From an optimization exercise on the open Yosys and OpenROAD flow, aimed at small area; shortcuts taken in it are not production practice. At most, simulation tests tie the RTL to the original design; equivalence was not proved. Power and IR drop assume default switching activity.

build 11:
// firepi_top
module firepi_top (
    input  clk_50mhz,
    input  rst,  
    input  uart_rx,  
    output uart_tx,
    input  uart1_rx,  
    output uart1_tx,
    output led_out,  
    output led_solved  
);
Settings: LEC_CHECK=0, ABC_AREA=1, CAP_MARGIN=0, CORE_MARGIN=2, CORE_UTILIZATION=40, CTS_BUF_LIST=sky130_fd_sc_hd__clkbuf_8, CTS_CLUSTER_DIAMETER=80, CTS_CLUSTER_SIZE=14, SLEW_MARGIN=0; clock period 20.0 ns.
run.sh (not shown) runs the stock make flow with config.mk's settings and CLKGATE_MAP_FILE= SYNTH_SCRIPT=/design/flow/synth_recipe.tcl, a recipe that flattens the netlist after the stock synthesis.
Edits applied to the flow inputs when going from build 11 to build 27:
--- a/flow/config.mk
+++ b/flow/config.mk
@@ -11 +11 @@
-export CORE_UTILIZATION = 40
+export CORE_UTILIZATION = 60
@@ -14,0 +15 @@
+export PLACE_DENSITY = 0.7
[summary]
From build 11 to build 27 the numbers moved as follows: switching power of the nets went down 3.0%, die area went down about 33%, total area of multi-input combinational cells held, total wirelength of the detailed-routed design went down 4.4%.
[inputs] build 86 vs build 27
--- a/flow/config.mk
+++ b/flow/config.mk
@@ -9 +9 @@
-export CAP_MARGIN = 0
+export CAP_MARGIN = 20
@@ -11 +11 @@
-export CORE_UTILIZATION = 60
+export CORE_UTILIZATION = 40
@@ -15,2 +15 @@
-export PLACE_DENSITY = 0.7
-export SLEW_MARGIN = 0
+export SLEW_MARGIN = 20
## What came out
- In the reports for build 86 and build 27, the smaller count of clock-buffer cells in the layout belongs to build 27.
- Diff build 27..build 86 | overall overflow remaining after global route | unchanged
- Going from build 27 to build 86, post-route total power moved up, clock network fraction of total power moved up, detailed-route wire length moved up, depth of the worst register-to-register path moved up.
- Build 86 against build 27: vertical extent of the die shows an increase of 22%; area occupied by multi-input gates ~0 delta; worst hold slack up 0.012 ns.
Relative to build 86, the following input files were edited for build 54:
--- a/flow/config.mk
+++ b/flow/config.mk
@@ -13,2 +13,2 @@
-export CTS_CLUSTER_DIAMETER = 80
-export CTS_CLUSTER_SIZE = 14
+export CTS_CLUSTER_DIAMETER = 50
+export CTS_CLUSTER_SIZE = 16
Notes after the runs:
- In terms of register clock-pin slew on the reported worst setup and hold paths, build 86 and build 54 differ only marginally.
- Fmax essentially unchanged between build 54 and build 86.
- Slew at the pin closest to its max-slew limit: build 54 vs build 86 down 0.044 ns
- Final cell area excluding filler cells, build 54 and build 86: lower on build 86
- Multi-input logic portion of the cell area is lower on build 54

========
wip/zinc:
Another version of the RTL of firepi_top (not shown whole).
Size in the first run: about 1300 cells after synthesis, ~330 flip-flops, ~8 I/O pins, roughly 12000 µm² of cells after synthesis.
// firepi_top
module firepi_top (
    input  clk_50mhz,
    input  rst,  
    input  uart_rx,  
    output uart_tx,
    input  uart1_rx,  
    output uart1_tx,
    output led_out,  
    output led_solved  
);
Settings: LEC_CHECK=0, ABC_AREA=1, CAP_MARGIN=20, CORE_MARGIN=2, CORE_UTILIZATION=40, CTS_BUF_LIST=sky130_fd_sc_hd__clkbuf_2, SLEW_MARGIN=20; clock period 20.0 ns.
Edits applied to the flow inputs when going from wip/zinc to wip/xenon:
Settings: an added CTS_CLUSTER_DIAMETER of 60; an added CTS_CLUSTER_SIZE of 30; a change of CTS_BUF_LIST from sky130_fd_sc_hd__clkbuf_2 to sky130_fd_sc_hd__clkbuf_16.
Notes after the runs:
wip/xenon: all stages complete, timing, DRC and antenna checks passed
[compare] base=wip/zinc new=wip/xenon: final period demand of the worst path went down by 320 ps, via count went down by 394.
wip/xenon ended with less final net count than wip/zinc.
The following lists how wip/lagoon was set up differently from wip/xenon:
Settings: changing CTS_CLUSTER_DIAMETER from 60 to 50; changing CTS_BUF_LIST from sky130_fd_sc_hd__clkbuf_16 to sky130_fd_sc_hd__clkbuf_8; changing CTS_CLUSTER_SIZE from 30 to 20.
- wip/lagoon ended with less wire length on met3 than wip/xenon.
- Summary of wip/lagoon over wip/xenon: utilization of the core after routing went down, clock buffer instance count of the final layout went up, met1 capacity usage during global routing did not really move.
#### Input delta (wip/garnet over wip/lagoon)
Settings: a deleted CTS_CLUSTER_SIZE that had been 20; a deleted CTS_CLUSTER_DIAMETER that had been 50; a change of CTS_BUF_LIST from sky130_fd_sc_hd__clkbuf_8 to sky130_fd_sc_hd__clkbuf_4.
Findings:
Post-layout instance area: wip/garnet vs wip/lagoon up 320 µm². First-iteration detailed-routing DRC count of wip/garnet falls short of that of wip/lagoon by a little under 10%. wip/garnet has total routing resource utilization after global routing above what wip/lagoon had. On worst setup slack before clock tree synthesis, wip/garnet tracks wip/lagoon almost exactly. wip/garnet was carried through to the last stage, and its layout satisfied the timing, DRC and antenna checks.
Function was not checked in any run of this note: the RTL went through the layout flow alone.

[re-timing with driven ports]
The flow's constraints put no driver on any port. The routed layouts listed below were extracted and timed again, unchanged, in two steps. Step 1 sets driving cells, clkbuf_16 on the clock port and buf_2 on the other inputs (assumed; they add their load-dependent delay and slew). Step 2 moves the port delays by t, midway between the first and last clock arrival at a register: inputs arrive t later, outputs are due t later. That takes back most of the time a late clock gives input paths. a / b / c = ideal ports / drivers / drivers and shift; a / b = the first two.
run	t, ns	setup WS [ns]	worst register clock-pin slew, ns	worst slew at a driven data input, ns	cell pins on the clock port's net
build 11	0.615	13.893 / 13.847 / 14.001	0.11 / 0.11	0.03	1
build 27	0.598	13.894 / 13.853 / 14.000	0.11 / 0.11	0.03	1
build 86	0.615	13.893 / 13.846 / 13.999	0.11 / 0.11	0.03	1
build 54	0.630	13.889 / 13.843 / 14.015	0.10 / 0.10	0.03	1
wip/zinc	0.852	13.527 / 13.485 / 14.175	0.11 / 0.11	0.03	1
wip/xenon	0.583	13.846 / 13.799 / 14.168	0.10 / 0.10	0.03	1
wip/lagoon	0.638	13.766 / 13.721 / 14.208	0.11 / 0.11	0.03	1
wip/garnet	0.724	13.697 / 13.651 / 14.163	0.07 / 0.07	0.03	1
After both steps setup and hold are still met in every run listed.
